Source: an optimization exercise on an open RTL-to-GDS flow (aim: small area, a short achievable clock period and few clock cycles per item). Production flows keep margins and buffers that such runs may drop. Only simulation tests tie the RTL to the original design; equivalence was not proved.

==> design/flow/design.v <==
module  CONV(
	input				clk,
	input				rst_n,
	input 				mode,
	input       		in_valid,
	output reg			out_valid,
	output 		[13:0] 	AWADDR,
	output		 [7:0] 	AWLEN,
	output 				AWVALID,
	input 				AWREADY,
	output reg  [31:0]	WDATA,
	output 				WVALID,
	input 				WREADY,
	output 		[13:0] 	ARADDR,
	output 		 [7:0] 	ARLEN,
	output 				ARVALID,
	input 				ARREADY,
	input		[31:0] 	RDATA,
	input 				RVALID,
	output reg			RREADY
);
localparam WEIGHT1 	= 20'hABC2E;
localparam WEIGHT2 	= 20'hB52E2;
localparam WEIGHT3 	= 20'hAF5C4;
localparam WEIGHT4 	= 20'hE5518;
localparam WEIGHT5 	= 20'h71650;
localparam WEIGHT6 	= 20'hA938B;
localparam WEIGHT7 	= 20'h5251F;
localparam WEIGHT8 	= 20'h7DFC0;
localparam WEIGHT9 	= 20'hEB885;
localparam BIAS 	= 16'h1310;
localparam IDLE 	= 4'd0;
localparam CONV_K1 	= 4'd1;
localparam CONV_K2 	= 4'd2;
localparam CONV_K3 	= 4'd3;
localparam CONV_K4 	= 4'd4;
localparam CONV_K5 	= 4'd5;
localparam CONV_K6 	= 4'd6;
localparam CONV_K7 	= 4'd7;
localparam CONV_K8 	= 4'd8;
localparam CONV_K9 	= 4'd9;
localparam RELU 	= 4'd10;
localparam MUL 		= 4'd11;
localparam READ 	= 4'd12;
localparam WRITE_L0 = 4'd13;
localparam POOL 	= 4'd14;
localparam WRITE_L1 = 4'd15;
reg  		 [3:0] 	state_r, state_w, state_tmp;
reg  		 [5:0]	cnt_x, cnt_y;
reg					mode_;
wire 			 	is_up, is_down, is_left, is_right;
wire 				skip_mul;
wire 		[11:0] 	P1, P2, P3, P4, P5, P6, P7, P8, P9;
wire 		[15:0]  data_in;
wire 		[19:0] 	weight;
reg  signed	[35:0] 	product;
reg 				mul_fin;
reg  signed [36:0]	conv_result;
wire 		[31:0]	relu_result;
reg 		[31:0] 	max_pool_result;
wire 				update_mp_result;
assign is_up 	= (cnt_y == 6'd0  || (cnt_y == 6'd1  && mode_));
assign is_down 	= (cnt_y == 6'd63 || (cnt_y == 6'd62 && mode_));
assign is_left 	= (cnt_x == 6'd0  || (cnt_x == 6'd1  && mode_));
assign is_right = (cnt_x == 6'd63 || (cnt_x == 6'd62 && mode_));
assign skip_mul   = (state_tmp == CONV_K1 && (is_up || is_left)) 	||
					(state_tmp == CONV_K2 && (is_up))				||
					(state_tmp == CONV_K3 && (is_up || is_right)) 	||
					(state_tmp == CONV_K4 && (is_left))				||
					(state_tmp == CONV_K6 && (is_right)) 			||
					(state_tmp == CONV_K7 && (is_down || is_left)) 	||
					(state_tmp == CONV_K8 && (is_down)) 			||
					(state_tmp == CONV_K9 && (is_down || is_right));
assign P1 = (mode_ == 1'b0) ? {cnt_y, cnt_x} - 7'd65 : {cnt_y, cnt_x} - 8'd130;
assign P2 = (mode_ == 1'b0) ? {cnt_y, cnt_x} - 7'd64 : {cnt_y, cnt_x} - 8'd128;
assign P3 = (mode_ == 1'b0) ? {cnt_y, cnt_x} - 6'd63 : {cnt_y, cnt_x} - 7'd126;
assign P4 = (mode_ == 1'b0) ? {cnt_y, cnt_x} - 1'd1  : {cnt_y, cnt_x} - 2'd2  ;
assign P5 = (mode_ == 1'b0) ? {cnt_y, cnt_x}		 : {cnt_y, cnt_x}         ;
assign P6 = (mode_ == 1'b0) ? {cnt_y, cnt_x} + 1'd1	 : {cnt_y, cnt_x} + 2'd2  ;
assign P7 = (mode_ == 1'b0) ? {cnt_y, cnt_x} + 6'd63 : {cnt_y, cnt_x} + 7'd126;
assign P8 = (mode_ == 1'b0) ? {cnt_y, cnt_x} + 7'd64 : {cnt_y, cnt_x} + 8'd128;
assign P9 = (mode_ == 1'b0) ? {cnt_y, cnt_x} + 7'd65 : {cnt_y, cnt_x} + 8'd130;
assign data_in = RDATA[31:16];
assign weight = (state_tmp == CONV_K1) ? WEIGHT1 :
				(state_tmp == CONV_K2) ? WEIGHT2 :
				(state_tmp == CONV_K3) ? WEIGHT3 :
				(state_tmp == CONV_K4) ? WEIGHT4 :
				(state_tmp == CONV_K5) ? WEIGHT5 :
				(state_tmp == CONV_K6) ? WEIGHT6 :
				(state_tmp == CONV_K7) ? WEIGHT7 :
				(state_tmp == CONV_K8) ? WEIGHT8 :
				(state_tmp == CONV_K9) ? WEIGHT9 : 20'd0;
assign ARADDR = (state_tmp == CONV_K1) ? P1 :
				(state_tmp == CONV_K2) ? P2 :
				(state_tmp == CONV_K3) ? P3 :
				(state_tmp == CONV_K4) ? P4 :
				(state_tmp == CONV_K5) ? P5 :
				(state_tmp == CONV_K6) ? P6 :
				(state_tmp == CONV_K7) ? P7 :
				(state_tmp == CONV_K8) ? P8 :
				(state_tmp == CONV_K9) ? P9 : 14'd0;
assign ARLEN = 8'd0;
assign ARVALID = (state_r == READ) && (~skip_mul) && (state_tmp != RELU);
assign AWADDR = (state_r == POOL) ? {4'b1000, cnt_y[5:1], cnt_x[5:1]} : {1'b1, cnt_y, cnt_x};
assign AWLEN = 8'd0;
assign AWVALID = (state_r == RELU || state_r == POOL);
assign WVALID = (state_r == WRITE_L0 || state_r == WRITE_L1);
assign relu_result = (conv_result[36]) ? 32'd0 : conv_result[31:0];
assign update_mp_result = ((WDATA > max_pool_result) && WVALID);
always @(*) begin
	case(state_r)
		IDLE: 		state_w = (in_valid) ? READ : IDLE;
		READ: 		state_w = (ARREADY && ~skip_mul) ? state_tmp : READ;
		CONV_K1: 	state_w = (skip_mul) ? READ : ((RVALID) ? MUL : CONV_K1); 
		CONV_K2: 	state_w = (skip_mul) ? READ : ((RVALID) ? MUL : CONV_K2);
		CONV_K3: 	state_w = (skip_mul) ? READ : ((RVALID) ? MUL : CONV_K3);
		CONV_K4: 	state_w = (skip_mul) ? READ : ((RVALID) ? MUL : CONV_K4);
		CONV_K5: 	state_w = (skip_mul) ? READ : ((RVALID) ? MUL : CONV_K5);
		CONV_K6: 	state_w = (skip_mul) ? READ : ((RVALID) ? MUL : CONV_K6);
		CONV_K7: 	state_w = (skip_mul) ? READ : ((RVALID) ? MUL : CONV_K7);
		CONV_K8: 	state_w = (skip_mul) ? READ : ((RVALID) ? MUL : CONV_K8);
		CONV_K9: 	state_w = (skip_mul) ? RELU : ((RVALID) ? MUL : CONV_K9);
		MUL: 		state_w = (state_tmp == CONV_K9) ? RELU : READ;
		RELU: 		state_w = (AWREADY) ? WRITE_L0 : RELU;
		WRITE_L0: 	state_w = (WREADY) ? ((cnt_x[0] && cnt_y[0]) ? POOL : READ) : WRITE_L0;
		POOL: 		state_w = (AWREADY) ? WRITE_L1 : POOL;
		WRITE_L1: 	state_w = (WREADY) ? ((cnt_x[5:1] == 5'd31 && cnt_y[5:1] == 5'd31) ? IDLE : READ) : WRITE_L1;
	endcase
end
always @(posedge clk or negedge rst_n) begin
	if (!rst_n)	state_r <= IDLE;
	else 		state_r <= state_w;
end
always @(posedge clk or negedge rst_n) begin
	if (!rst_n)								state_tmp <= CONV_K1;
	else if (state_r == RELU)				state_tmp <= CONV_K1;
	else if (state_r == MUL) 				state_tmp <= state_tmp + 4'd1;
	else if (state_r == READ && skip_mul) 	state_tmp <= state_tmp + 4'd1;
end
always @(posedge clk or negedge rst_n) begin
	if (!rst_n)	begin
		cnt_x <= 6'd0;
		cnt_y <= 6'd0;
	end
	else if (state_r == WRITE_L0 && WREADY) begin
		cnt_x <= {cnt_x[5:1], cnt_x[0] + 1'd1};
		cnt_y <= (cnt_x[0]) ? {cnt_y[5:1], cnt_y[0] + 1'd1} : cnt_y;
	end
	else if (state_r == WRITE_L1 && WREADY) begin
		cnt_x <= {cnt_x[5:1] + 5'd1, cnt_x[0]};
		cnt_y <= (cnt_x[5:1] == 5'd31) ? {cnt_y[5:1] + 1'd1, cnt_y[0]} : cnt_y;
	end
end
always @(posedge clk or negedge rst_n) begin
	if (!rst_n)			RREADY <= 1'b0;
	else if (ARVALID)	RREADY <= 1'b1;
	else if (RVALID) 	RREADY <= 1'b0;
end
always @(posedge clk or negedge rst_n) begin
	if (!rst_n)					product <= 36'd0;
	else if (state_w == MUL)	product <= $signed(data_in) * $signed(weight);
end
always @(posedge clk or negedge rst_n) begin
	if (!rst_n)					mul_fin <= 1'b0;
	else if (state_w == MUL) 	mul_fin <= 1'b1;
	else 						mul_fin <= 1'b0;
end
always @(posedge clk or negedge rst_n) begin
	if (!rst_n)					conv_result <= BIAS;
	else if (WVALID && WREADY) 	conv_result <= BIAS;
	else if (mul_fin) 			conv_result <= conv_result + product;
end
always @(posedge clk or negedge rst_n) begin
	if (!rst_n)								max_pool_result <= 32'd0;
	else if (state_r == WRITE_L1 && WREADY) max_pool_result <= 32'd0;
	else if (update_mp_result) 				max_pool_result <= WDATA;
end
always @(posedge clk or negedge rst_n) begin
	if (!rst_n)						WDATA <= 32'd0;
	else if (state_w == WRITE_L0)	WDATA <= relu_result;
	else if (state_w == WRITE_L1)	WDATA <= max_pool_result;
	else 							WDATA <= WDATA;
end
always @(posedge clk or negedge rst_n) begin
	if (!rst_n)							out_valid <= 1'b0;
	else if (WREADY && state_w == IDLE) out_valid <= 1'b1;
	else 								out_valid <= 1'b0;
end
always @(posedge clk or negedge rst_n) begin
	if (!rst_n)			mode_ <= 1'b0;
	else if (in_valid) 	mode_ <= mode;
	else 				mode_ <= mode_;
end
endmodule
==> design/flow/run.sh <==
#!/bin/bash
# synth_recipe.tcl (not shown) runs the flow's synth.tcl, then flattens the netlist and writes it again
# the make line also repeats each setting of config.mk as NAME=value (left out here)
make -C /OpenROAD-flow-scripts/flow DESIGN_CONFIG=/design/flow/config.mk WORK_HOME=/design/flow/orfs CLKGATE_MAP_FILE= SYNTH_SCRIPT=/design/flow/synth_recipe.tcl finish
==> design/flow/config.mk <==
export PLATFORM = sky130hd
export DESIGN_NAME = CONV
export DESIGN_NICKNAME = CONV
export VERILOG_FILES = /design/flow/design.v
export SDC_FILE = /design/flow/constraint.sdc
export NUM_CORES = 4
export LEC_CHECK = 0
export CAP_MARGIN = 20
export CORE_MARGIN = 2
export CORE_UTILIZATION = 40
export SLEW_MARGIN = 20
==> design/flow/constraint.sdc <==
create_clock -name core_clock -period 8.0 [get_ports {clk}]
set_input_delay 1.6000 -clock core_clock [delete_from_list [all_inputs] [get_ports {clk}]]
set_output_delay 1.6000 -clock core_clock [all_outputs]
set_load 0.01 [all_outputs]
==> run summary <==
worst reg2reg max path: cells and delay by family, from the launching register on:
family                   cells  cell delay [ns]
flip-flops                   1             0.58
buffers and inverters       10             1.25
AO/OA/AOI/OAI                5             1.10
XOR/XNOR                     1             0.21
adder cells (fa/ha/maj)      8             3.63
AND/OR/NAND/NOR              5             0.86
worst min path at each step:
stage,depth (start not counted),slack [ns],to
CTS,1,0.49,RREADY
finish,1,0.48,RREADY
detailed placement,1,0.47,RREADY
floorplan,2,0.46,product[0]
global route,1,0.51,RREADY
global placement,1,0.47,RREADY
what timing repair did:
item	CTS	global route
endpoints found under the hold margin	0	0
hold buffers	0	0
setup buffers	0	5
setup endpoints to repair	4	14
pin swaps	2	17
gates resized for setup	9	43
through the flow:
step | setup slack [ns] | hold slack, ns | util [%] | cell area, um2
global placement | -0.204 | 0.470 | 45.0 | 27000
detailed placement | -0.247 | 0.472 | 45.0 | 27000
finish | 0.262 | 0.483 | 46.4 | 27900
CTS | 0.0426 | 0.489 | 46.1 | 27700
floorplan | 0.203 | 0.456 | - | 24200
global route | -0.0163 | 0.511 | 46.4 | 27900
cell type report:
| class | count | area (um2) |
|---|---|---|
| fill | 5868 | 32100 |
| multi-input combinational | 2098 | 17900 |
| sequential | 161 | 4040 |
| timing repair buffer | 299 | 2570 |
| inverter | 479 | 1800 |
| tap | 782 | 978 |
| clock buffer | 17 | 425 |
| clock inverter | 15 | 188 |
| antenna | 1 | 2.50 |
state kept, by name, indices dropped and copies added, names as in the netlist:
name             count
product             36
RREADY               1
mode_                1
out_valid            1
state_r              4
conv_result         37
max_pool_result     32
WDATA               32
mul_fin              1
cnt_x                6
state_tmp            4
cnt_y                6
cells by family after synthesis:
| logic type | after synthesis |
|---|---|
| mux | 33 |
| buf+inv | 640 |
| simple gates | 833 |
| other cells | 1 |
| flops | 161 |
| compound gates | 618 |
| fa+ha+maj | 498 |
| xor+xnor | 98 |
per-layer routing:
layer,share of wire (%),vias up
met1,44,10271
met2,47,650
met3,5.5,124
met4,3.3,0
met5,0,-
li1,-,9680
synthesized netlist by cell type, types with 19 or more instances:
| library cell | instances | area [um2] |
|---|---|---|
| inv_1 | 474 | 1780 |
| fa_1 | 319 | 6390 |
| nand2_1 | 295 | 1110 |
| a21oi_1 | 227 | 1140 |
| ha_1 | 179 | 2240 |
| o21ai_0 | 172 | 861 |
| nor2_1 | 157 | 589 |
| dfrtp_1 | 156 | 3900 |
| and2_1 | 149 | 932 |
| clkbuf_1 | 100 | 375 |
| nand3_1 | 65 | 325 |
| xnor2_1 | 65 | 569 |
| a21o_1 | 35 | 263 |
| xor2_1 | 33 | 289 |
| nor3b_1 | 32 | 240 |
| nor3_1 | 31 | 155 |
| buf_2 | 25 | 125 |
| buf_4 | 25 | 188 |
| mux2i_1 | 22 | 220 |
| a211oi_1 | 20 | 150 |
| a31oi_1 | 19 | 119 |
==> flow_summary_export.csv <==
group,metric,value,unit
sta,tightest_slew,0.984,ns
sta,fin_crit_sh,96.7,%
synthesis,synth-edff-count,0,
global_route,grt_pass1_wl,115,mm
layout,fin_nets,3594,
setup_path,r2r-end,"product[34]",
setup_path,crit_fanout,12,
global_route,use_met1,31.1,%
setup_path,worstPathRequired,8.33,ns
floorplan,die_w,250,um
global_route,grt_pass1_vias,21559,
cts,clockBufferDepth,2,
floorplan,rows,90,
drt,firstDrtPassIters,5,
setup_path,cp.depth,29,
layout,layout_common_cells,"inv_1, fa_1, nand2_1",
sta,finalHoldViolCount,0,
sta,final.min_clock_period,7.74,ns
synthesis,ys_seq_area_share,16.7,%
global_route,grt_antenna_before_repair,2,
synthesis,ys_warn_count,1,
synthesis,synth_area_per_cell,8.39,um2
placement,finalWeightedCongestion,0.951,
global_route,track_usage,23.0,%
global_route,use_met2,38.1,%
layout,final_cells,3852,
setup_path,arrival,8.07,ns
cts,cts_sinks,161,
worst_hold_path,min-delay-path-class,"flop to flop",
setup_path,crit_end,"product[34]",
synthesis,synth_adder_area_share,35.7,%
cts,cts.htree.levels,4,
worst_hold_path,min-delay-start,"RREADY",
setup_path,cp_num_buf_inv,10,
synthesis,synth_compound_area_share,15.3,%
floorplan,io_pins,121,
setup_path,slowest_delay,0.58,ns
drt,via_per_inst,5.38,
job,maxCapViolations,0,
setup_path,reg2reg_from,"state_tmp[0]",
synthesis,synth_top_family_by_area,"adder cells",
cts,cts_buffers,17,
synthesis,syn_inst,2882,
synthesis,synth_simple_gate_area_share,16.8,%
sta,setup_viol,0,
setup_path,path_class,"flop to flop",
sta,clock-skew-final,0.0181,ns
setup_path,rrSetupSlack,0.26,ns
synthesis,synth_cell_type_count,80,
drt,drt-total-wl,69.8,mm
sta,setup_tns,0,ns
global_route,grt_remaining_overflow,0,
floorplan,core_area,0.0600,mm2
placement,post-place-cells,3814,
synthesis,ys_ff_latch,161,
layout,area_growth,15.3,%
layout,final_common_cell,"inv_1",
drt,num_vias,20725,
cts,cts_root_buf,"clkbuf_16",
setup_path,critPathCaptureType,"flop",
cts,path_clk_slew,0.08,ns
layout,drive_gt1_share,10.5,%
synthesis,synthFlopType,"dfrtp_1",
setup_path,cp-start-kind,"flop",
floorplan,die_h,250,um
drt,drc,0,
placement,dp_hpwl,56.3,mm
drt,wl_per_cell,18.1,um
cts,clk_latency,0.45,ns
global_route,grt_max_degree,87,
setup_path,slowest_stage,"dfstp_2",
synthesis,postSynth.asyncResetShare,100,%
sta,drv_slew,0,
synthesis,synthMuxAreaShare,1.42,%
outcome,status,"complete, no violations",
global_route,grt.busiest_layer,"met2",
global_route,met3_usage,2.75,%
setup_path,crit_start,"state_tmp[0]",
sta,fmax,129,MHz
floorplan,die-area,0.0624,mm2
placement,port_buffers,86,
setup_path,path_delay_family,"adder cells",
floorplan,initial_utilization,40.3,%
drt,first_iter_violations,1302,
cts,cts_tree,"built",
drt,route.antenna.remaining_nets,0,
synthesis,synthXorXnorAreaFrac,3.55,%
sta,relSlewSlack,34.4,%
setup_path,r2r_cells,29,
synthesis,syn_area,0.0242,mm2
Testbench counts, summed over its fixed seeds: cycles 1,756,983, images 12.

-- what the ideal ports hide --
In the flow no input, the clock included, has a driving cell. The finished layout below was timed again as built, in two steps. Step 1 assumes that a clkbuf_16 drives the clock port and a buf_2 every other input. Step 2, shift: input delay + t, output delay - t, t = (earliest + latest rising clock arrival at the registers) / 2. This alone moves slack from input paths to output paths. Slacks: ideal / step 1 / step 2; pairs: ideal / step 1.
shift t [ns]: 0.488
slack for setup (ns): 0.262 / 0.262 / -0.186
pins driven straight from the clock port: 1
With both steps, setup timing fails in this run, where it was met with ideal ports. The setup slack of this run moves by 0.000 ns with the drivers and by -0.448 ns with both steps.
